This design comes from an exercise in tuning for small area and a short achievable clock period on the open sky130 flow, not from production work.
At most, simulation tests tie the RTL to the original design; equivalence was not proved.
Function not checked in runs 3 to 5: the RTL went through the layout flow alone.
Power is estimated from default activity; no workload was simulated.

<file path="design.v">
module alu(
	input	wire		en,
	input	wire[3:0]	op,
	input	wire[15:0]	A,
	input	wire[15:0]	B,
	input	wire[15:0]	p,
	input	wire[15:0]	g,
	output	wire[15:0]	res
	);
	wire	o_and = en & (op == 4'b0011);
	wire	o_or  = en & (op == 4'b0100);
	wire	o_xor = en & (op == 4'b0101);
	wire	o_not = en & (op == 4'b0110);
	wire	o_sll = en & (op == 4'b0111);
	wire	o_srl = en & (op == 4'b1000);
	wire	o_sra = en & (op == 4'b1001);
	wire	o_rol = en & (op == 4'b1010);
	wire	right = (op[3:1] == 3'b100);
	wire	sg = o_and | o_or;
	wire	sp = o_or | o_xor;
	wire[15:0]	lo = ({16{sg}} & g) | ({16{sp}} & p) | ({16{o_not}} & ~A);
	wire[3:0]	b = B[3:0];
	wire[3:0]	amt;
	assign amt[0] = b[0];
	assign amt[1] = b[1] ^ (right & b[0]);
	assign amt[2] = b[2] ^ (right & (b[0] | b[1]));
	assign amt[3] = b[3] ^ (right & (b[0] | b[1] | b[2]));
	wire[15:0]	r0 = amt[0] ? {A[14:0], A[15]} : A;
	wire[15:0]	r1 = amt[1] ? {r0[13:0], r0[15:14]} : r0;
	wire[15:0]	r2 = amt[2] ? {r1[11:0], r1[15:12]} : r1;
	wire[15:0]	r3 = amt[3] ? {r2[7:0], r2[15:8]} : r2;
	wire		big = |B[15:4];
	wire		b16 = (B == 16'd16);
	wire[15:0]	tlv = 16'hffff << b;	 
	wire		rolm = o_rol & (~big | b16);
	wire		sllm = o_sll & ~big;
	wire		srm = (o_srl | o_sra) & ~big;
	genvar k;
	generate
		for (k = 0; k < 16; k = k + 1) begin : shm
			wire tr = tlv[15-k];
			wire m = (sllm & tlv[k]) | (srm & tr) | rolm;
			assign res[k] = (r3[k] & m) | (o_sra & A[15] & ~(tr & ~big)) | lo[k];
		end
	endgenerate
endmodule
module cla16(
	input	wire[15:0]	g,
	input	wire[15:0]	p,
	input	wire		ci,
	output	wire[16:0]	c
	);
	wire[79:0]	gl;
	wire[79:0]	pl;
	assign gl[15:0] = {g[15:1], g[0] | (p[0] & ci)};
	assign pl[15:0] = p;
	genvar k, l;
	generate
		for (l = 0; l < 4; l = l + 1) begin : lvl
			for (k = 0; k < 16; k = k + 1) begin : bt
				if ((k >> l) & 1) begin : op
					localparam integer j = ((k >> l) << l) - 1;
					assign gl[16*l+16+k] = gl[16*l+k] | (pl[16*l+k] & gl[16*l+j]);
					assign pl[16*l+16+k] = pl[16*l+k] & pl[16*l+j];
				end else begin : pass
					assign gl[16*l+16+k] = gl[16*l+k];
					assign pl[16*l+16+k] = pl[16*l+k];
				end
			end
		end
	endgenerate
	assign c = {gl[79:64], ci};
endmodule
module statem(
	input	wire		clk,
	input	wire		rst,
	input	wire[15:0]	sw,
	output	wire[15:0]	Fout
	);
	reg[1:0]	i;
	reg		show;		 
	reg[15:0]	A0;
	reg[15:0]	B0;
	reg[7:0]	cr;		 
	wire	i0 = (i == 2'd0);
	wire	i1 = (i == 2'd1);
	wire	i2 = (i == 2'd2);
	wire	i3 = (i == 2'd3);
	wire	o_add = (sw[3:0] == 4'b0001);
	wire	o_sub = (sw[3:0] == 4'b0010);
	wire[15:0]	bn = ({16{i1}} & sw) | ({16{i2 & o_add}} & B0) | ({16{i2 & o_sub}} & ~B0);
	wire[15:0]	y = i1 ? sw : ~B0;
	wire[16:0]	cy;
	cla16 nc(.g(A0 & y), .p(A0 ^ y), .ci(~i1), .c(cy));
	wire[7:0]	cyv = {cy[14], cy[12], cy[10], cy[8], cy[6], cy[4], cy[2], cy[0]};
	wire[7:0]	crn = ({8{i1 | (i2 & o_sub)}} & cyv) | ({8{i2 & o_add}} & cr);
	wire[15:0]	p = A0 ^ B0;
	wire[15:0]	g = A0 & B0;
	wire[16:0]	c;
	genvar k;
	generate
		for (k = 0; k < 8; k = k + 1) begin : fc
			assign c[2*k] = cr[k];
			assign c[2*k+1] = g[2*k] | (p[2*k] & cr[k]);
		end
	endgenerate
	assign c[16] = g[15] | (p[15] & c[15]);
	wire[15:0]	s = p ^ c[15:0];
	assign Fout = {16{show}} & s;
	wire	SF = s[15];
	wire	ZF = ~(|s);
	wire	CF = c[16] ^ cr[0];
	wire	OF = (c[15] ^ c[16]) & ~(cr[0] & ~(|A0));
	wire[15:0]	res;
	alu a(.en(i2), .op(sw[3:0]), .A(A0), .B(B0), .p(p), .g(g), .res(res));
	always @(posedge clk or negedge rst) begin
		if (rst == 0) begin
			i <= 2'd0;
			show <= 1'b0;
		end else begin
			i <= i + 2'd1;
			if (i2)
				show <= 1'b1;
		end
	end
	always @(posedge clk) begin
		B0 <= bn;
		cr <= crn;
		A0 <= ({16{i0}} & sw) | res | {12'b0, {4{i3}} & {SF, OF, ZF, CF}} |
		      ({16{i1 | (i2 & (o_add | o_sub))}} & A0);
	end
endmodule
</file>
<file path="flow/run.sh">
#!/bin/bash
# Own flow: the standard layout, except that synthesis leaves adders to ABC
# (no full/half-adder cells) and maps with the ABC script in flow/abc.script.
set -euo pipefail
W=$(pwd)
# scripts folder = ORFS's scripts, with abc_area.script replaced by ours
mkdir -p "$W/scripts_own"
for f in "$FLOW_HOME"/scripts/*; do ln -sf "$f" "$W/scripts_own/"; done
rm -f "$W/scripts_own/abc_area.script"
cp "$W/flow/abc.script" "$W/scripts_own/abc_area.script"
make -C "$FLOW_HOME" DESIGN_CONFIG="$W/config.mk" WORK_HOME="$W/orfs" CLKGATE_MAP_FILE= \
	SYNTH_SCRIPT="$W/synth_recipe.tcl" SCRIPTS_DIR="$W/scripts_own" \
	ADDER_MAP_FILE= ABC_AREA=1 synth > "$W/synth.log" 2>&1
# the rest of the standard flow (synthesis is up to date, so make skips it),
# with plain buffers on the ports
export BUFFER_PORTS_ARGS="-buffer_cell sky130_fd_sc_hd__buf_1"
bash "$W/standard.sh" > "$W/layout.log" 2>&1
</file>
<file path="flow/abc.script">
strash
&get -n
&st
&dch -f
&nf -R 50
&put
topo
</file>
<file path="standard.sh">
#!/bin/bash
# synth_recipe.tcl (not shown) runs the flow's synth.tcl, then flattens the netlist and writes it again
# the make line also repeats each setting of config.mk as NAME=value (left out here)
make -C /OpenROAD-flow-scripts/flow DESIGN_CONFIG=/design/flow/config.mk WORK_HOME=/design/flow/orfs CLKGATE_MAP_FILE= SYNTH_SCRIPT=/design/flow/synth_recipe.tcl "${@:-finish}"
</file>
<file path="config.mk">
export PLATFORM = sky130hd
export DESIGN_NAME = statem
export DESIGN_NICKNAME = statem
export VERILOG_FILES = /design/flow/design.v
export SDC_FILE = /design/flow/constraint.sdc
export NUM_CORES = 4
export LEC_CHECK = 0
export CAP_MARGIN = 20
export CORE_MARGIN = 2
export CORE_UTILIZATION = 40
export SETUP_SLACK_MARGIN = 3.0
export SLEW_MARGIN = 20
</file>
<file path="constraint.sdc">
create_clock -name core_clock -period 6.0 [get_ports {clk}]
set_input_delay 1.2000 -clock core_clock [delete_from_list [all_inputs] [get_ports {clk}]]
set_output_delay 1.2000 -clock core_clock [all_outputs]
set_load 0.01 [all_outputs]
</file>
==> flow_summary.json, run 1 <==
{
  "hp-class": "reg -> reg",
  "tns_ns": 0,
  "initial_core_util_pct": 41.12,
  "clockRootBuffer": "clkbuf_8",
  "drive_gt1_share_pct": 8.537,
  "netlist.area_leader.share_pct": 21.07,
  "worstSetupPathType": "reg -> out",
  "synth.avg_cell_area_um2": 7.393,
  "crit_required_ns": 4.80,
  "io_pins": 34,
  "seq_area_um2": 880.8,
  "clockBufferDepth": 2,
  "cts_buffers": 5,
  "status": "finished clean",
  "dp_hpwl_mm": 10.15,
  "synth_nets": 532,
  "synth_area_leader_cell": "dfxtp_1",
  "cts_tree": "yes",
  "maxSlewHeadroom_pct": 44.17,
  "post_drt_wl_per_cell_um": 20.50,
  "async_flop_share_pct": 6.977,
  "overflow": 0,
  "track_usage_pct": 28.41,
  "finalCriticalPeriod_ns": 2.934,
  "dieWidth_um": 101.5,
  "ys_ff_latch": 43,
  "multi_input_area_mm2": 0.003092,
  "fp-row-count": 35,
  "grt_pass1_vias": 4130,
  "ys_seq_area_share_pct": 23.05,
  "synth-warning-count": 1,
  "cpPeakStageDelay_ns": 0.47,
  "p_per_area_mw_per_mm2": 143.1,
  "synth_edf_count": 0,
  "yosysMostFrequentCell": "nand2_1",
  "startpoint_type": "flop",
  "antenna_cells": 0,
  "dp_cells": 684,
  "syn_area_mm2": 0.003800,
  "drt_first_iter_violations": 576,
  "finalInstanceArea_mm2": 0.004532,
  "gp_congestion": 0.9560,
  "crit_slowest_cell": "maj3_1",
  "finalMaxSlewViolations": 0,
  "core_mm2": 0.009240,
  "ant_nets": 0,
  "p_leak_nw": 1.673,
  "tightest_slew_ns": 0.8354,
  "ir_drop_uv": 77.16,
  "utilization_pct": 49.05,
  "crit_family": "adder cells",
  "fmax_ghz": 0.3409,
  "finalCritPeriodShare_pct": 48.90,
  "fill_cells": 917,
  "rsz0062_at_grt": "true",
  "area_growth_pct": 19.26,
  "cts_sinks": 43,
  "ys_types": 48,
  "postCtsHoldBufs": 0,
  "viasPerCell": 6.457,
  "num_vias": 4539,
  "final_nets": 592,
  "grt_pass1_wl_mm": 22.58,
  "path_buf_inv": 1,
  "first_pass_iters": 5,
  "final_cells": 703,
  "finClkSkew_ns": 0.005047,
  "htreeDepth": 2,
  "critPathCaptureType": "primary output",
  "grt_max_degree": 31,
  "synthTopCellsByArea": "dfxtp_1 21%, o21ai_0 8.2%, mux2i_1 6.6%, nand2_1 6.5%, xnor2_1 5.8%",
  "antenna_found_initial": 0,
  "numPortBuffers": 33,
  "die_area_mm2": 0.01030,
  "hold_violations": 0,
  "cp_max_fo": 8,
  "clk_latency_ns": 0.31,
  "synth_commonest_cells": "66 x nand2_1, 62 x o21ai_0, 44 x nor2_1",
  "setup_violations": 0,
  "wirelength_mm": 14.41,
  "syn_inst": 514,
  "clk_pin_slew_ns": 0.09,
  "post_dp_cell_area_mm2": 0.004193,
  "fp.dieH_um": 101.5,
  "synthFlopType": "dfxtp_1",
  "cap_violations": 0,
  "route.detailed.drc": 0,
  "cp_cell_sequence": "maj3_1 > xnor2_2 > and2_0 > buf_1",
  "cp.arrival_ns": 1.73
}
==> power breakdown <==
part,switching [W],internal (W),leakage (nW)
clock,0.000111,0.000122,0.0513
sequential,0.0000198,0.000293,0.374
combinational,0.0000585,0.0000440,1.25
total,0.000190,0.000459,1.67
==> per-stage QoR <==
step / hold WS (ns) / power (W) / setup slack (ns)
floorplan: 0.4521 / 0.0003773 / 2.970
finish: 0.4933 / 0.0006486 / 3.066
detailed placement: 0.4777 / 0.0004138 / 2.238
global placement: 0.4664 / 0.0004126 / 2.335
global route: 0.5138 / 0.0006717 / 2.973
CTS: 0.4915 / 0.0006448 / 2.917
==> logic make-up after synthesis <==
logic type | Yosys count | share of synthesized area [%]
mux | 35 | 9.549
fa+ha+maj | 10 | 2.634
buf+inv | 5 | 0.4940
simple gates | 185 | 22.79
compound gates | 196 | 32.27
flops | 43 | 23.05
xor+xnor | 40 | 9.220
==> per-layer routing <==
layer | vias up | global-route usage, % | routed length, µm
met1 | 2152 | 37.72 | 6183
met4 | 0 | 11.43 | 416
met5 | - | 0 | 0
met2 | 228 | 45.59 | 6638
li1 | 2117 | - | -
met3 | 42 | 5.176 | 1175
==> cell usage in the layout, fill, tap and decap left out, types with 5 or more instances in the layout <==
| master | instances |
|---|---|
| nand2_1 | 65 |
| o21ai_0 | 61 |
| nor2_1 | 43 |
| a21oi_1 | 42 |
| dfxtp_1 | 36 |
| buf_1 | 29 |
| mux2i_1 | 25 |
| xnor2_1 | 20 |
| nand3_1 | 18 |
| a22oi_1 | 17 |
| o211ai_1 | 16 |
| xor2_1 | 14 |
| buf_4 | 14 |
| a31oi_1 | 13 |
| and2_0 | 13 |
| mux2_1 | 10 |
| nor4_1 | 10 |
| a211oi_1 | 10 |
| nor3_1 | 9 |
| maj3_1 | 9 |
| a221oi_1 | 7 |
| o221ai_1 | 6 |
| clkinv_1 | 5 |
| nand4_1 | 5 |
| xnor2_2 | 5 |
| clkbuf_8 | 5 |
==> state kept, by name (all words and copies together), names as in the netlist <==
name  flops
A0       16
B0       16
cr        8
i         2
show      1
==> worst register-to-register path, stage by stage, from the launching register on <==
cell and delay, ns:
dfrtp_1 0.50, nor2b_2 0.36, buf_4 0.34, o21ai_0 0.19, a22o_1 0.27, o31a_1 0.33
o31ai_2 0.28, nand3b_1 0.15, a21oi_1 0.21, a21o_1 0.11
==> what timing repair did <==
action	CTS	global route
pin swaps	3	4
endpoints found under the hold margin	0	0
gates cloned	2	1
gates resized for setup	17	11
buffers inserted	6	3
endpoints found under the setup margin	21	23
==> area by class of cell <==
cell class                      count  share of cell area (%)
Clock inverter                      1                  0.6626
Timing Repair Buffer               50                   6.102
Tap cell                          129                   3.562
Clock buffer                        6                   1.601
Multi-Input combinational cell    469                   68.22
Sequential cell                    43                   19.44
Inverter                            5                  0.4141
==> worst paths after layout <==
kind                           startpoint                to  slack (ns)  cells after the start
max in group asynchronous             rst    i[1]$_DFF_PN0_        5.17                      1
setup reg to reg           i[0]$_DFF_PN0_     cr[6]$_DFF_P_        3.21                      9
min in group asynchronous             rst  show$_DFFE_PN0P_        0.68                      1
hold / removal              cr[4]$_DFF_P_     cr[4]$_DFF_P_        0.49                      2
hold reg to reg             cr[4]$_DFF_P_     cr[4]$_DFF_P_        0.49                      2
setup / recovery           A0[14]$_DFF_P_          Fout[15]        3.07                      4
==> inputs of run 2 (changes only) <==
--- a/config.mk
+++ b/config.mk
@@ -8,5 +8,5 @@
 export CAP_MARGIN = 20
 export CORE_MARGIN = 2
 export CORE_UTILIZATION = 40
-export SETUP_SLACK_MARGIN = 3.0
+export SETUP_SLACK_MARGIN = 2.9
 export SLEW_MARGIN = 20
==> run 2 against run 1 <==
Compared with the run above: critical path type unchanged; clock skew increased by 0.0065 ns; die area did not move; still clean on timing, DRC and antenna; critical endpoint unchanged; non-clock buffer count down 1; fmax down 3.0%; power is 2.3% lower; core utilization about the same.
==> flow_summary.json, run 2 <==
{
  "status": "finished clean",
  "yosysMostFrequentCell": "nand2_1",
  "rsz0062_at_grt": "false",
  "finalCritPeriodShare_pct": 50.40,
  "drt_first_iter_violations": 569,
  "first_pass_iters": 6,
  "route.detailed.drc": 0,
  "tightest_slew_ns": 0.7295,
  "fp-row-count": 35,
  "num_vias": 4442,
  "grt_max_degree": 33,
  "cp_max_fo": 8,
  "cts_sinks": 43,
  "hold_violations": 0,
  "layout_common_cells": "65 x nand2_1, 60 x o21ai_0, 42 x a21oi_1",
  "fp.dieH_um": 101.5,
  "path_buf_inv": 1,
  "track_usage_pct": 27.82,
  "tns_ns": 0,
  "syn_inst": 514,
  "p_leak_nw": 1.662,
  "finalMaxSlewViolations": 0,
  "synthFlopType": "dfxtp_1",
  "synth_edf_count": 0,
  "grt_pass1_wl_mm": 22.12,
  "final_nets": 591,
  "clockBufferDepth": 2,
  "clk_pin_slew_ns": 0.10,
  "overflow": 0,
  "ant_nets": 0,
  "fmax_ghz": 0.3307,
  "antenna_cells": 0,
  "htreeDepth": 2,
  "cp_cell_sequence": "maj3_1 > xnor2_2 > and2_0 > buf_1",
  "core_mm2": 0.009240,
  "layout_commonest_cell": "nand2_1",
  "crit_family": "adder cells",
  "syn_area_mm2": 0.003800,
  "die_area_mm2": 0.01030,
  "async_flop_share_pct": 6.977,
  "dieWidth_um": 101.5,
  "ys_types": 48,
  "p_per_area_mw_per_mm2": 139.9,
  "synthTopCellsByArea": "dfxtp_1 21%, o21ai_0 8.2%, mux2i_1 6.6%, nand2_1 6.5%, xnor2_1 5.8%",
  "worstSetupPathType": "reg -> out",
  "finalCriticalPeriod_ns": 3.024,
  "cap_violations": 0,
  "ir_drop_uv": 82.53,
  "crit_required_ns": 4.80,
  "drive_gt1_share_pct": 8.014,
  "viasPerCell": 6.319,
  "ys_ff_latch": 43,
  "synth_nets": 532,
  "area_growth_pct": 19.23,
  "synth_commonest_cells": "66 x nand2_1, 62 x o21ai_0, 44 x nor2_1",
  "grt_pass1_vias": 4072,
  "initial_core_util_pct": 41.12,
  "crit_slowest_cell": "maj3_1",
  "numPortBuffers": 33,
  "clockRootBuffer": "clkbuf_8",
  "netlist.area_leader.share_pct": 21.07,
  "synth-warning-count": 1,
  "cpPeakStageDelay_ns": 0.49,
  "synth_area_leader_cell": "dfxtp_1",
  "maxSlewHeadroom_pct": 51.32,
  "utilization_pct": 49.03,
  "setup_violations": 0,
  "ys_seq_area_share_pct": 23.05,
  "post_drt_wl_per_cell_um": 20.06,
  "critPathCaptureType": "primary output",
  "finClkSkew_ns": 0.01159,
  "cp.arrival_ns": 1.82,
  "synth.avg_cell_area_um2": 7.393,
  "gp_congestion": 0.9197,
  "antenna_found_initial": 0,
  "cts_buffers": 5,
  "dp_hpwl_mm": 9.977,
  "largestRegisters": "A0 (16), B0 (16), cr (8)",
  "wirelength_mm": 14.11,
  "hp-class": "reg -> reg",
  "startpoint_type": "flop",
  "clk_latency_ns": 0.31,
  "cts_tree": "yes",
  "io_pins": 34
}
==> run 2: kinds of logic after synthesis <==
group                      Yosys count  synth area share [%]
buffers and inverters                5                0.4940
xor gates and xnor gates            40                 9.220
adders and majority gates           10                 2.634
muxes                               35                 9.549
AOI/OAI and AO/OA                  196                 32.27
and+or+nand+nor                    185                 22.79
DFF                                 43                 23.05
==> run 2: final cells by class <==
type / count / area (µm²)
Timing Repair Buffer: 49 / 275.3
Clock buffer: 7 / 96.34
Sequential cell: 43 / 883.3
Inverter: 5 / 18.77
Clock inverter: 1 / 7.507
Fill cell: 925 / 4710
Multi-Input combinational cell: 469 / 3088
Tap cell: 129 / 161.4
==> run 2: worst min-delay path, cell delays in order, from the launching register on <==
cell and delay, ns:
dfxtp_1 0.34, nand2_1 0.06, nand2_1 0.04
==> run 2: final timing paths <==
path	endpoint	cells past startpoint	startpoint	slack, ns
setup / recovery	Fout[15]	4	A0[14]$_DFF_P_	2.98
hold / removal	cr[4]$_DFF_P_	2	cr[4]$_DFF_P_	0.48
setup reg to reg	cr[7]$_DFF_P_	10	i[0]$_DFF_PN0_	3.15
hold reg to reg	cr[4]$_DFF_P_	2	cr[4]$_DFF_P_	0.48
max in group asynchronous	i[1]$_DFF_PN0_	1	rst	5.17
min in group asynchronous	show$_DFFE_PN0P_	1	rst	0.68
==> run 2: routing by layer <==
layer  up-vias  GRT usage (%)  share of wire [%]
met1      2060          38.06                 44
met2       223          44.12                 45
met5         -              0                  0
met3        42          3.589                7.2
li1       2117              -                  -
met4         0          11.75                4.1
==> run 2: power breakdown <==
group | internal (W) | total [W] | switching (W) | leakage [nW]
logic | 0.0000425 | 0.000100 | 0.0000575 | 1.24
registers | 0.000292 | 0.000312 | 0.0000202 | 0.375
clock network | 0.000105 | 0.000222 | 0.000117 | 0.0505
total | 0.000439 | 0.000634 | 0.000195 | 1.66
==> run 2: stage by stage <==
| step | power, W | cell area, µm² | instances | setup WS (ns) | hold WS (ns) |
|---|---|---|---|---|---|
| finish | 0.0006339 | 4531 | 703 | 2.976 | 0.4848 |
| CTS | 0.0006314 | 4343 | 692 | 2.865 | 0.4860 |
| floorplan | 0.0003773 | 3822 | 514 | 2.783 | 0.4521 |
| global route | 0.0006552 | 4531 | 703 | 2.901 | 0.5200 |
| global placement | 0.0004125 | 4155 | 682 | 2.236 | 0.4676 |
| detailed placement | 0.0004134 | 4158 | 682 | 2.247 | 0.4738 |
==> run 2: timing repair <==
action,in CTS,in global routing
hold buffers,0,0
resized for setup,10,16
gates cloned,2,1
buffers inserted,0,10
setup endpoints to repair,21,22
pin swaps,1,5
==> inputs of run 3 (changes only) <==
--- a/design.v
+++ b/design.v
@@ -3,8 +3,6 @@
 	input	wire[3:0]	op,
 	input	wire[15:0]	A,
 	input	wire[15:0]	B,
-	input	wire[15:0]	p,
-	input	wire[15:0]	g,
 	output	wire[15:0]	res
 	);
 	wire	o_and = en & (op == 4'b0011);
@@ -15,16 +13,11 @@
 	wire	o_srl = en & (op == 4'b1000);
 	wire	o_sra = en & (op == 4'b1001);
 	wire	o_rol = en & (op == 4'b1010);
-	wire	right = (op[3:1] == 3'b100);
-	wire	sg = o_and | o_or;
-	wire	sp = o_or | o_xor;
-	wire[15:0]	lo = ({16{sg}} & g) | ({16{sp}} & p) | ({16{o_not}} & ~A);
+	wire	left  = o_sll | o_rol;
+	wire	right = o_srl | o_sra;
 	wire[3:0]	b = B[3:0];
-	wire[3:0]	amt;
-	assign amt[0] = b[0];
-	assign amt[1] = b[1] ^ (right & b[0]);
-	assign amt[2] = b[2] ^ (right & (b[0] | b[1]));
-	assign amt[3] = b[3] ^ (right & (b[0] | b[1] | b[2]));
+	wire[3:0]	nb = 4'd0 - b;
+	wire[3:0]	amt = ({4{left}} & b) | ({4{right}} & nb);
 	wire[15:0]	r0 = amt[0] ? {A[14:0], A[15]} : A;
 	wire[15:0]	r1 = amt[1] ? {r0[13:0], r0[15:14]} : r0;
 	wire[15:0]	r2 = amt[2] ? {r1[11:0], r1[15:12]} : r1;
@@ -34,13 +27,15 @@
 	wire[15:0]	tlv = 16'hffff << b;	 
 	wire		rolm = o_rol & (~big | b16);
 	wire		sllm = o_sll & ~big;
-	wire		srm = (o_srl | o_sra) & ~big;
+	wire		srm = right & ~big;
+	wire		fil = (o_sra & A[15]) | o_or;
 	genvar k;
 	generate
 		for (k = 0; k < 16; k = k + 1) begin : shm
-			wire tr = tlv[15-k];
-			wire m = (sllm & tlv[k]) | (srm & tr) | rolm;
-			assign res[k] = (r3[k] & m) | (o_sra & A[15] & ~(tr & ~big)) | lo[k];
+			wire keep = (sllm & tlv[k]) | (srm & tlv[15-k]) | rolm |
+				    (o_and & B[k]) | ((o_or | o_xor) & ~B[k]);
+			wire fill = fil | ((o_xor | o_not) & ~A[k]);
+			assign res[k] = keep ? r3[k] : fill;
 		end
 	endgenerate
 endmodule
@@ -89,11 +84,10 @@
 	wire	o_add = (sw[3:0] == 4'b0001);
 	wire	o_sub = (sw[3:0] == 4'b0010);
 	wire[15:0]	bn = ({16{i1}} & sw) | ({16{i2 & o_add}} & B0) | ({16{i2 & o_sub}} & ~B0);
-	wire[15:0]	y = i1 ? sw : ~B0;
+	wire		cn = i2 & o_sub;
 	wire[16:0]	cy;
-	cla16 nc(.g(A0 & y), .p(A0 ^ y), .ci(~i1), .c(cy));
-	wire[7:0]	cyv = {cy[14], cy[12], cy[10], cy[8], cy[6], cy[4], cy[2], cy[0]};
-	wire[7:0]	crn = ({8{i1 | (i2 & o_sub)}} & cyv) | ({8{i2 & o_add}} & cr);
+	cla16 nc(.g(A0 & bn), .p(A0 ^ bn), .ci(cn), .c(cy));
+	wire[7:0]	crn = {cy[14], cy[12], cy[10], cy[8], cy[6], cy[4], cy[2], cy[0]};
 	wire[15:0]	p = A0 ^ B0;
 	wire[15:0]	g = A0 & B0;
 	wire[16:0]	c;
@@ -112,7 +106,7 @@
 	wire	CF = c[16] ^ cr[0];
 	wire	OF = (c[15] ^ c[16]) & ~(cr[0] & ~(|A0));
 	wire[15:0]	res;
-	alu a(.en(i2), .op(sw[3:0]), .A(A0), .B(B0), .p(p), .g(g), .res(res));
+	alu a(.en(i2), .op(sw[3:0]), .A(A0), .B(B0), .res(res));
 	always @(posedge clk or negedge rst) begin
 		if (rst == 0) begin
 			i <= 2'd0;
@@ -126,7 +120,7 @@
 	always @(posedge clk) begin
 		B0 <= bn;
 		cr <= crn;
-		A0 <= ({16{i0}} & sw) | res | {12'b0, {4{i3}} & {SF, OF, ZF, CF}} |
-		      ({16{i1 | (i2 & (o_add | o_sub))}} & A0);
+		if (i0 | i3 | (i2 & ~o_add & ~o_sub))
+			A0 <= ({16{i0}} & sw) | res | {12'b0, {4{i3}} & {SF, OF, ZF, CF}};
 	end
 endmodule
--- a/flow/run.sh
+++ b/flow/run.sh
@@ -13,5 +13,5 @@
 	ADDER_MAP_FILE= ABC_AREA=1 synth > "$W/synth.log" 2>&1
 # the rest of the standard flow (synthesis is up to date, so make skips it),
 # with plain buffers on the ports
-export BUFFER_PORTS_ARGS="-buffer_cell sky130_fd_sc_hd__buf_1"
+export BUFFER_PORTS_ARGS="-buffer_cell sky130_fd_sc_hd__buf_2"
 bash "$W/standard.sh" > "$W/layout.log" 2>&1
--- a/config.mk
+++ b/config.mk
@@ -8,5 +8,5 @@
 export CAP_MARGIN = 20
 export CORE_MARGIN = 2
 export CORE_UTILIZATION = 40
-export SETUP_SLACK_MARGIN = 2.9
+export SETUP_SLACK_MARGIN = 2.8
 export SLEW_MARGIN = 20
==> run 3 against run 2 <==
Compared with the run above: still clean; critical path depth grew 8; wire length shrank 2.2%; first-iteration DRC count shrank 33%; clock power shrank 11%; combinational power grew 16%; register-to-register slack lost 0.25 ns; synthesized cell count shrank 14%; global-route usage shrank 2.1 points; synthesized area shrank 1.0%; final cell count shrank 9.8%; critical endpoint is now A0[15]$_DFFE_PP_; largest power group unchanged.
==> flow_summary.json, run 3 <==
{
  "status": "finished clean",
  "finClkSkew_ns": 0.007574,
  "dieWidth_um": 101.0,
  "track_usage_pct": 25.73,
  "synthTopCellsByArea": "mux2i_1 18%, dfxtp_1 13%, edfxtp_1 13%, xnor2_1 7.9%, o21ai_0 5.5%",
  "num_vias": 4039,
  "synth_area_leader_cell": "mux2i_1",
  "finalCritPeriodShare_pct": 54.84,
  "area_growth_pct": 32.57,
  "netlist.area_leader.share_pct": 17.56,
  "fmax_ghz": 0.3039,
  "async_flop_share_pct": 6.977,
  "worstSetupPathType": "in -> reg",
  "cts_buffers": 5,
  "clk_latency_ns": 0.30,
  "critPathCaptureType": "flop",
  "cp_max_fo": 8,
  "syn_area_mm2": 0.003761,
  "numPortBuffers": 33,
  "fin_hold_ws_ns": 0.5474,
  "synth_nets": 461,
  "antenna_cells": 0,
  "fp.dieH_um": 101.0,
  "clockRootBuffer": "clkbuf_8",
  "core_mm2": 0.009196,
  "ys_seq_area_share_pct": 27.54,
  "ir_drop_uv": 87.16,
  "ant_nets": 0,
  "hp-class": "reg -> reg",
  "p_leak_nw": 1.843,
  "hold_violations": 0,
  "synth_edf_count": 16,
  "first_pass_iters": 5,
  "grt_pass1_vias": 3577,
  "dp_hpwl_mm": 9.167,
  "fp-row-count": 35,
  "route.detailed.drc": 0,
  "drive_gt1_share_pct": 25.43,
  "layout_common_cells": "41 x nand2_1, 41 x mux2i_1, 34 x buf_4",
  "syn_inst": 443,
  "synthFlopType": "dfxtp_1",
  "ys_types": 37,
  "startpoint_type": "input port",
  "initial_core_util_pct": 40.90,
  "finalCriticalPeriod_ns": 3.290,
  "overflow": 0,
  "drt_first_iter_violations": 383,
  "setup_violations": 0,
  "io_pins": 34,
  "ys_ff_latch": 43,
  "maxSlewHeadroom_pct": 45.47,
  "synth-warning-count": 1,
  "final_nets": 540,
  "viasPerCell": 6.371,
  "htreeDepth": 2,
  "p_per_area_mw_per_mm2": 128.9,
  "crit_required_ns": 6.06,
  "yosysMostFrequentCell": "mux2i_1",
  "finalMaxSlewViolations": 0,
  "tightest_slew_ns": 0.8180,
  "clk_pin_slew_ns": 0.09,
  "grt_max_degree": 20,
  "utilization_pct": 54.22,
  "cap_violations": 0,
  "synth_commonest_cells": "66 x mux2i_1, 44 x nand2_1, 41 x o21ai_0",
  "wirelength_mm": 13.79,
  "die_area_mm2": 0.01019,
  "finalPower_w": 0.0006428,
  "cts_sinks": 43,
  "antenna_found_initial": 1,
  "synth.avg_cell_area_um2": 8.490,
  "rsz0062_at_grt": "true",
  "gp_congestion": 0.9503,
  "grt_pass1_wl_mm": 20.10,
  "clockBufferDepth": 2,
  "tns_ns": 0,
  "post_drt_wl_per_cell_um": 21.75,
  "cp.arrival_ns": 3.35,
  "cts_tree": "yes",
  "largestRegisters": "A0 (16), B0 (16), cr (8)"
}
[run 3: changes by cell type after synthesis, sizes merged, moves of 16 or more]
| cell | before | now |
|---|---|---|
| mux2i | 25 | 66 |
| a21oi | 43 | 14 |
| nand2 | 66 | 44 |
| o21ai | 62 | 41 |
| dfxtp | 40 | 24 |
| edfxtp | 0 | 16 |
[run 3: path summary, 6_finish.rpt]
path | startpoint | endpoint | slack [ns] | cells past startpoint
hold reg to reg | i[0]$_DFF_PN0_ | i[0]$_DFF_PN0_ | 0.55 | 1
min in group asynchronous | rst | show$_DFFE_PN0N_ | 0.68 | 1
setup / recovery | sw[0] | A0[15]$_DFFE_PP_ | 2.71 | 12
max in group asynchronous | rst | i[0]$_DFF_PN0_ | 5.22 | 1
hold / removal | i[0]$_DFF_PN0_ | i[0]$_DFF_PN0_ | 0.55 | 1
setup reg to reg | i[0]$_DFF_PN0_ | A0[15]$_DFFE_PP_ | 2.90 | 11
[run 3: what timing repair did]
item | CTS | global route
pin swaps | 7 | 14
setup endpoints to repair | 20 | 21
hold endpoints to repair | 0 | 0
cloned | 1 | 0
hold buffers | 0 | 0
setup buffers | 12 | 22
gates resized for setup | 33 | 51
[run 3: per-layer routing]
metal,track usage (%),up-vias,routed length (µm)
li1,-,1862,-
met1,37.53,1946,6012
met2,40.97,199,6302
met3,2.635,32,1120
met4,5.925,0,353
met5,0,-,0
[run 3: cell type report]
class | instances | area (µm²)
inverter | 5 | 18.77
timing repair buffer | 72 | 563.0
tap | 111 | 138.9
multi-input combinational | 395 | 3138
clock inverter | 1 | 5.005
fill | 855 | 4210
clock buffer | 7 | 86.33
sequential | 43 | 1036
[run 3: worst max-delay path, stage by stage]
cell       delay (ns)
buf_12           0.10
buf_4            0.13
nand4_1          0.18
nand2_4          0.10
o21ai_4          0.23
clkbuf_16        0.24
mux2i_4          0.27
mux2i_1          0.14
mux2i_1          0.21
mux2i_1          0.11
nor2b_2          0.18
a221o_1          0.26
[run 3: through the flow]
step | instance area (µm²) | worst slack [ns] | std cells
final | 4986 | 2.710 | 634
after global routing | 4986 | 2.634 | 634
after CTS | 4561 | 2.743 | 612
after detailed placement | 4208 | 2.093 | 591
after global placement | 4208 | 2.225 | 591
after floorplan | 3867 | 2.726 | 443
[run 3: kinds of logic (layout without fill, tap and decap cells)]
kind of cell    Yosys count  in the layout  synth area share (%)
fa+ha+maj                14             14                 3.726
xor+xnor                 39             39                 9.082
simple gates            157            157                 20.59
mux                      70             70                 18.76
buf+inv                   5             85                0.4991
flops                    43             43                 27.54
compound gates          115            115                 19.79
[run 3: where the power goes]
part           switching, W  internal [W]
Combinational     0.0000579     0.0000578
Sequential        0.0000226      0.000308
Clock              0.000104     0.0000931
==> inputs of run 4 (changes only) <==
==> flow/abc.script (replaced) <==
strash
&get -n
&st
&dch -f
&nf -R 100
&put
topo
==> run 4 against run 3 <==
Compared with the run above: still clean; first-iteration DRC count down 12%; die area down 0.35%; wire length down 3.2%; synthesized cell count unchanged; core utilization down 3.0 points; sequential power down 2%; count of clock-buffer cells in the layout unchanged; combinational power down 9%; critical path type unchanged; critical endpoint unchanged; largest cell class unchanged.
==> flow_summary.json, run 4 <==
{
  "status": "finished clean",
  "syn_inst": 443,
  "worstSetupPathType": "in -> reg",
  "netlist.area_leader.share_pct": 17.63,
  "ys_seq_area_share_pct": 27.65,
  "finClkSkew_ns": 0.006176,
  "seqPwrFrac_pct": 51.2,
  "layout_common_cells": "52 x mux2i_1, 42 x nand2_1, 33 x xnor2_1",
  "power_frac_comb_pct": 16.7,
  "maxSlewHeadroom_pct": 29.03,
  "grt_max_degree": 19,
  "synthFlopType": "dfxtp_1",
  "io_pins": 34,
  "viasPerCell": 6.378,
  "fin_hold_ws_ns": 0.5580,
  "top_layer_used": "met4",
  "hold_violations": 0,
  "overflow": 0,
  "syn_area_mm2": 0.003747,
  "antenna_cells": 0,
  "seq_area_mm2": 0.001036,
  "fp-row-count": 35,
  "area_growth_pct": 25.18,
  "core_mm2": 0.009153,
  "tightest_slew_ns": 1.056,
  "largestRegisters": "A0 (16), B0 (16), cr (8)",
  "critPathCaptureType": "flop",
  "dieWidth_um": 100.8,
  "synth_nets": 461,
  "clk_pin_slew_ns": 0.09,
  "dp_cells": 593,
  "multi_input_area_mm2": 0.002952,
  "startpoint_type": "input port",
  "finalMaxSlewViolations": 0,
  "wl_met2_mm": 6.021,
  "p_leak_nw": 1.792,
  "postCtsHoldBufs": 0,
  "ys_types": 37,
  "final_cells": 622,
  "cap_violations": 0,
  "drt_first_iter_violations": 338,
  "cts_tree": "yes",
  "synth_edf_count": 16,
  "finalCritPeriodShare_pct": 54.70,
  "async_flop_share_pct": 6.977,
  "htreeDepth": 2,
  "setup_violations": 0,
  "die_area_mm2": 0.01016,
  "grt_pass1_vias": 3706,
  "routed-wl-met3_mm": 1.276,
  "clk_latency_ns": 0.31,
  "wirelength_mm": 13.35,
  "cts_buffers": 5,
  "synth_area_leader_cell": "mux2i_1",
  "ant_nets": 0,
  "route.detailed.drc": 0,
  "clkPwrFrac_pct": 32.1,
  "cp_max_fo": 8,
  "post_drt_wl_per_cell_um": 21.46,
  "fmax_ghz": 0.3047,
  "finalPower_w": 0.0006341,
  "dp_hpwl_mm": 9.097,
  "fp.dieH_um": 100.8,
  "synth_commonest_cells": "66 x mux2i_1, 45 x nand2_1, 41 x o21ai_0",
  "synth-warning-count": 1,
  "track_usage_pct": 26.00,
  "ys_ff_latch": 43,
  "drive_gt1_share_pct": 21.33,
  "utilization_pct": 51.25,
  "clockRootBuffer": "clkbuf_8",
  "crit_required_ns": 6.07,
  "layout_commonest_cell": "mux2i_1",
  "grt_pass1_wl_mm": 20.17,
  "cts_sinks": 43,
  "clockBufferDepth": 2,
  "synthTopCellsByArea": "mux2i_1 18%, dfxtp_1 13%, edfxtp_1 13%, xnor2_1 7.9%, o21ai_0 5.5%",
  "gp_congestion": 1.005,
  "hp-class": "reg -> reg",
  "p_sw_share_pct": 28.78,
  "ir_drop_uv": 74.71,
  "synth.avg_cell_area_um2": 8.459,
  "finalCriticalPeriod_ns": 3.282,
  "num_vias": 3967,
  "yosysMostFrequentCell": "mux2i_1",
  "numPortBuffers": 33,
  "cp.arrival_ns": 3.36,
  "tns_ns": 0,
  "fill_cells": 852,
  "initial_core_util_pct": 40.94,
  "drt-met1-wl_mm": 5.594,
  "internal_power_w": 0.0004516,
  "antenna_found_initial": 0,
  "rsz0062_at_grt": "true",
  "first_pass_iters": 5,
  "final_nets": 528,
  "p_sw_w": 0.0001825,
  "p_per_area_mw_per_mm2": 135.2
}
==> run 4: timing repair <==
item                                    in CTS  in global routing
gates cloned                                 1                  0
endpoints found under the setup margin      20                 19
gates resized for setup                     25                 30
pin swaps                                    5                  7
setup buffers                               15                  5
==> run 4: final cells by class <==
class | count | area share (%)
clock buffers | 7 | 1.840
clock inverters | 1 | 0.08002
inverters | 5 | 0.4001
multi-input cells | 395 | 62.92
flip-flops and latches | 43 | 22.09
well taps | 111 | 2.961
repair buffers | 60 | 9.709
==> run 4: power groups by stage <==
stage	logic, W	registers (W)	clock network (W)
2_1_floorplan	0.0000590	0.000323	0
3_3_place_gp	0.0000855	0.000329	0
3_5_place_dp	0.0000872	0.000329	0
4_1_cts	0.0000953	0.000324	0.000204
5_1_grt	0.000114	0.000326	0.000213
6_report	0.000106	0.000325	0.000203
==> run 4: final timing paths <==
check,from,to,slack (ns),cells past startpoint
min in group asynchronous,rst,show$_DFFE_PN0N_,0.66,1
worst min-delay path,i[0]$_DFF_PN0_,i[0]$_DFF_PN0_,0.56,1
worst max register to register,i[0]$_DFF_PN0_,A0[15]$_DFFE_PP_,2.96,12
max in group asynchronous,rst,i[1]$_DFF_PN0_,5.24,1
worst min register to register,i[0]$_DFF_PN0_,i[0]$_DFF_PN0_,0.56,1
worst max-delay path,sw[0],A0[15]$_DFFE_PP_,2.72,12
==> run 4: worst max-delay path, cell delays in order <==
cell and delay (ns):
buf_12 0.10, nand2b_4 0.13, or3_4 0.38, nand2_4 0.09
o21ai_4 0.09, buf_12 0.19, mux2i_2 0.22, mux2i_1 0.14
mux2i_1 0.22, mux2i_1 0.17, nor2b_1 0.16, a221o_1 0.25
==> run 4: cells by family (layout without fill, tap and decap cells) <==
family,after synthesis,in the layout,share of synthesized area (%)
xor+xnor,40,40,9.349
mux,69,69,18.53
fa+ha+maj,13,13,3.472
simple gates,160,160,21.10
buf+inv,5,73,0.5009
compound gates,113,113,19.40
flops,43,43,27.65
==> run 4: per-layer routing <==
| layer | GRT usage, % | vias to the layer above |
|---|---|---|
| met1 | 35.31 | 1891 |
| li1 | - | 1832 |
| met4 | 11.28 | 0 |
| met5 | 0 | - |
| met3 | 5.825 | 33 |
| met2 | 39.49 | 211 |
==> run 4: through the flow <==
stage | setup WS, ns | instance area [µm²]
4_1_cts | 2.778 | 4549
2_1_floorplan | 2.704 | 3846
5_1_grt | 2.613 | 4691
6_report | 2.718 | 4691
3_5_place_dp | 2.063 | 4202
3_3_place_gp | 2.163 | 4202
==> inputs of run 5 (changes only) <==
==> flow/abc.script (replaced) <==
strash
&get -n
&st
&dch -f
&nf -R 200
&put
topo
==> run 5 against run 4 <==
Compared with the run above: first-iteration DRC count stayed put; largest power group unchanged; still clean; fmax stayed put; register-to-register slack hardly changed; count of clock-buffer cells in the layout stayed put; global-route usage stayed put; critical path depth stayed put; final cell count stayed put; power stayed put.
==> flow_summary.json, run 5 <==
{
  "finalPower_w": 0.0006341,
  "cts_buffers": 5,
  "first_pass_iters": 5,
  "seqPwrFrac_pct": 51.2,
  "syn_inst": 443,
  "gp_congestion": 1.005,
  "finalCriticalPeriod_ns": 3.282,
  "num_vias": 3967,
  "ys_types": 37,
  "setup_violations": 0,
  "power_frac_comb_pct": 16.7,
  "yosys.area_share.simple_pct": 21.10,
  "synthFlopType": "dfxtp_1",
  "utilization_pct": 51.25,
  "p_per_area_mw_per_mm2": 135.2,
  "p_sw_w": 0.0001825,
  "numPortBuffers": 33,
  "fmax_ghz": 0.3047,
  "reg2regPathDepth": 12,
  "ant_nets": 0,
  "viasPerCell": 6.378,
  "hp-class": "reg -> reg",
  "yosysMostFrequentCell": "mux2i_1",
  "tightest_slew_ns": 1.056,
  "worstSetupPathType": "in -> reg",
  "ys_ff_latch": 43,
  "startpoint_type": "input port",
  "dp_cells": 593,
  "p_leak_nw": 1.792,
  "postCtsHoldBufs": 0,
  "clockBufferDepth": 2,
  "track_usage_pct": 26.00,
  "drt_first_iter_violations": 338,
  "critPathCaptureType": "flop",
  "antenna_cells": 0,
  "crit_start": "sw[0]",
  "core_mm2": 0.009153,
  "post_drt_wl_per_cell_um": 21.46,
  "p_sw_share_pct": 28.78,
  "synth-warning-count": 1,
  "clockRootBuffer": "clkbuf_8",
  "r2r_setup_slack_ns": 2.96,
  "cts_tree": "yes",
  "synth_top_family_by_area": "simple AND/OR/NAND/NOR gates",
  "status": "finished clean",
  "layout_common_cells": "52 x mux2i_1, 42 x nand2_1, 33 x xnor2_1",
  "antenna_found_initial": 0,
  "cp-endpoint": "A0[15]$_DFFE_PP_",
  "layout_commonest_cell": "mux2i_1",
  "clkPwrFrac_pct": 32.1,
  "die_area_mm2": 0.01016,
  "finalCritPeriodShare_pct": 54.70,
  "io_pins": 34,
  "grt_max_degree": 19,
  "area_growth_pct": 25.18,
  "fp-row-count": 35,
  "drive_gt1_share_pct": 21.33,
  "crit_required_ns": 6.07,
  "finalMaxSlewViolations": 0,
  "largestRegisters": "A0 (16), B0 (16), cr (8)",
  "final_nets": 528,
  "rr_endpoint": "A0[15]$_DFFE_PP_",
  "route.detailed.drc": 0,
  "synth_nets": 461,
  "dieWidth_um": 100.8,
  "clk_pin_slew_ns": 0.09,
  "synthXorXnorAreaFrac_pct": 9.349,
  "cp.arrival_ns": 3.36,
  "grt_pass1_wl_mm": 20.17,
  "ir_drop_uv": 74.71,
  "hold_depth": 1,
  "cap_violations": 0,
  "grt_pass1_vias": 3706,
  "synth_commonest_cells": "66 x mux2i_1, 45 x nand2_1, 41 x o21ai_0",
  "ys_seq_area_share_pct": 27.65,
  "synthAdderAreaFrac_pct": 3.472,
  "wirelength_mm": 13.35,
  "dp_hpwl_mm": 9.097,
  "tns_ns": 0,
  "finClkSkew_ns": 0.006176,
  "synth.area.mux_share_pct": 18.53,
  "clk_latency_ns": 0.31,
  "synth_compound_area_share_pct": 19.40,
  "synth_edf_count": 16,
  "netlist.area_leader.share_pct": 17.63,
  "r2r-start": "i[0]$_DFF_PN0_",
  "synth_area_leader_cell": "mux2i_1",
  "syn_area_mm2": 0.003747,
  "internal_power_w": 0.0004516,
  "synthTopCellsByArea": "mux2i_1 18%, dfxtp_1 13%, edfxtp_1 13%, xnor2_1 7.9%, o21ai_0 5.5%",
  "async_flop_share_pct": 6.977,
  "cts_sinks": 43,
  "htreeDepth": 2,
  "rsz0062_at_grt": "true",
  "synth.avg_cell_area_um2": 8.459,
  "fp.dieH_um": 100.8,
  "cp_max_fo": 8,
  "hold_violations": 0,
  "final_cells": 622,
  "initial_core_util_pct": 40.94,
  "maxSlewHeadroom_pct": 29.03,
  "overflow": 0
}
## run 5: cells by family after synthesis
group | Yosys count
XOR/XNOR | 40
AND/OR/NAND/NOR | 160
AO/OA/AOI/OAI | 113
adder cells (fa/ha/maj) | 13
multiplexers | 69
flip-flops | 43
buffers and inverters | 5
## run 5: cell type report
type / instances / area [µm²]
Multi-Input combinational cell: 395 / 2952
Sequential cell: 43 / 1036
Tap cell: 111 / 138.9
Inverter: 5 / 18.77
Fill cell: 852 / 4462
Clock buffer: 7 / 86.33
Clock inverter: 1 / 3.754
Timing Repair Buffer: 60 / 455.4
## run 5: worst min-delay path by stage
stage          slack [ns]              to      startpoint
2_1_floorplan        0.50  i[0]$_DFF_PN0_  i[0]$_DFF_PN0_
3_3_place_gp         0.52  i[0]$_DFF_PN0_  i[0]$_DFF_PN0_
3_5_place_dp         0.53  i[0]$_DFF_PN0_  i[0]$_DFF_PN0_
4_1_cts              0.55  i[0]$_DFF_PN0_  i[0]$_DFF_PN0_
5_1_grt              0.59  i[0]$_DFF_PN0_  i[0]$_DFF_PN0_
6_report             0.56  i[0]$_DFF_PN0_  i[0]$_DFF_PN0_
## run 5: routing by layer
layer | global-route usage (%) | part of all wire [%] | vias to the layer above
li1 | - | - | 1832
met5 | 0 | 0 | -
met3 | 5.825 | 9.6 | 33
met4 | 11.28 | 3.4 | 0
met1 | 35.31 | 42 | 1891
met2 | 39.49 | 45 | 211
## run 5: timing repair
item                       in CTS  in global routing
buffers inserted               15                  5
setup endpoints to repair      20                 19
gates cloned                    1                  0
pin swaps                       5                  7
resized for setup              25                 30
## run 5: critical path, cell delays in order
cell and delay, ns:
buf_12 0.10, nand2b_4 0.13, or3_4 0.38, nand2_4 0.09, o21ai_4 0.09, buf_12 0.19
mux2i_2 0.22, mux2i_1 0.14, mux2i_1 0.22, mux2i_1 0.17, nor2b_1 0.16, a221o_1 0.25
## run 5: per-stage QoR
step	area (µm²)	hold slack [ns]	worst slack, ns
final	4691	0.5580	2.718
after detailed placement	4202	0.5335	2.063
after global placement	4202	0.5212	2.163
after global routing	4691	0.5934	2.613
after CTS	4549	0.5549	2.778
after floorplan	3846	0.4983	2.704
## run 5: power groups by stage
stage                     logic (W)  registers, W  clock network [W]
final                      0.000106      0.000325           0.000203
after floorplan           0.0000590      0.000323                  0
after CTS                 0.0000953      0.000324           0.000204
after detailed placement  0.0000872      0.000329                  0
after global routing       0.000114      0.000326           0.000213
after global placement    0.0000855      0.000329                  0

-- what the ideal ports hide --
The results above use ideal ports. As a check the final layouts listed here were re-extracted and re-timed, cells and wires unchanged.
Step 1, drivers: a clkbuf_16 drives clk and a buf_2 each remaining input, both assumed.
Step 2 moves the port delays by t, midway between the first and last clock arrival at a register: inputs arrive t later, outputs are due t later. That takes back most of the time a late clock gives input paths.
a / b / c = ideal / step 1 / step 2; a / b = the first two.
run | t, ns | setup slack, ns | slew at the worst register clock pin (ns) | worst slew at a driven data input, ns | pins driven straight from the clock port
run 1 | 0.336 | 3.066 / 3.034 / 2.776 | 0.09 / 0.09 | 0.03 | 1
run 2 | 0.336 | 2.976 / 2.944 / 2.665 | 0.10 / 0.10 | 0.03 | 1
run 3 | 0.326 | 2.710 / 2.687 / 2.361 | 0.09 / 0.09 | 0.07 | 1
run 4 | 0.343 | 2.718 / 2.701 / 2.358 | 0.09 / 0.09 | 0.06 | 1
run 5 | 0.343 | 2.718 / 2.701 / 2.358 | 0.09 / 0.09 | 0.06 | 1
After both steps every run listed still meets setup and hold.
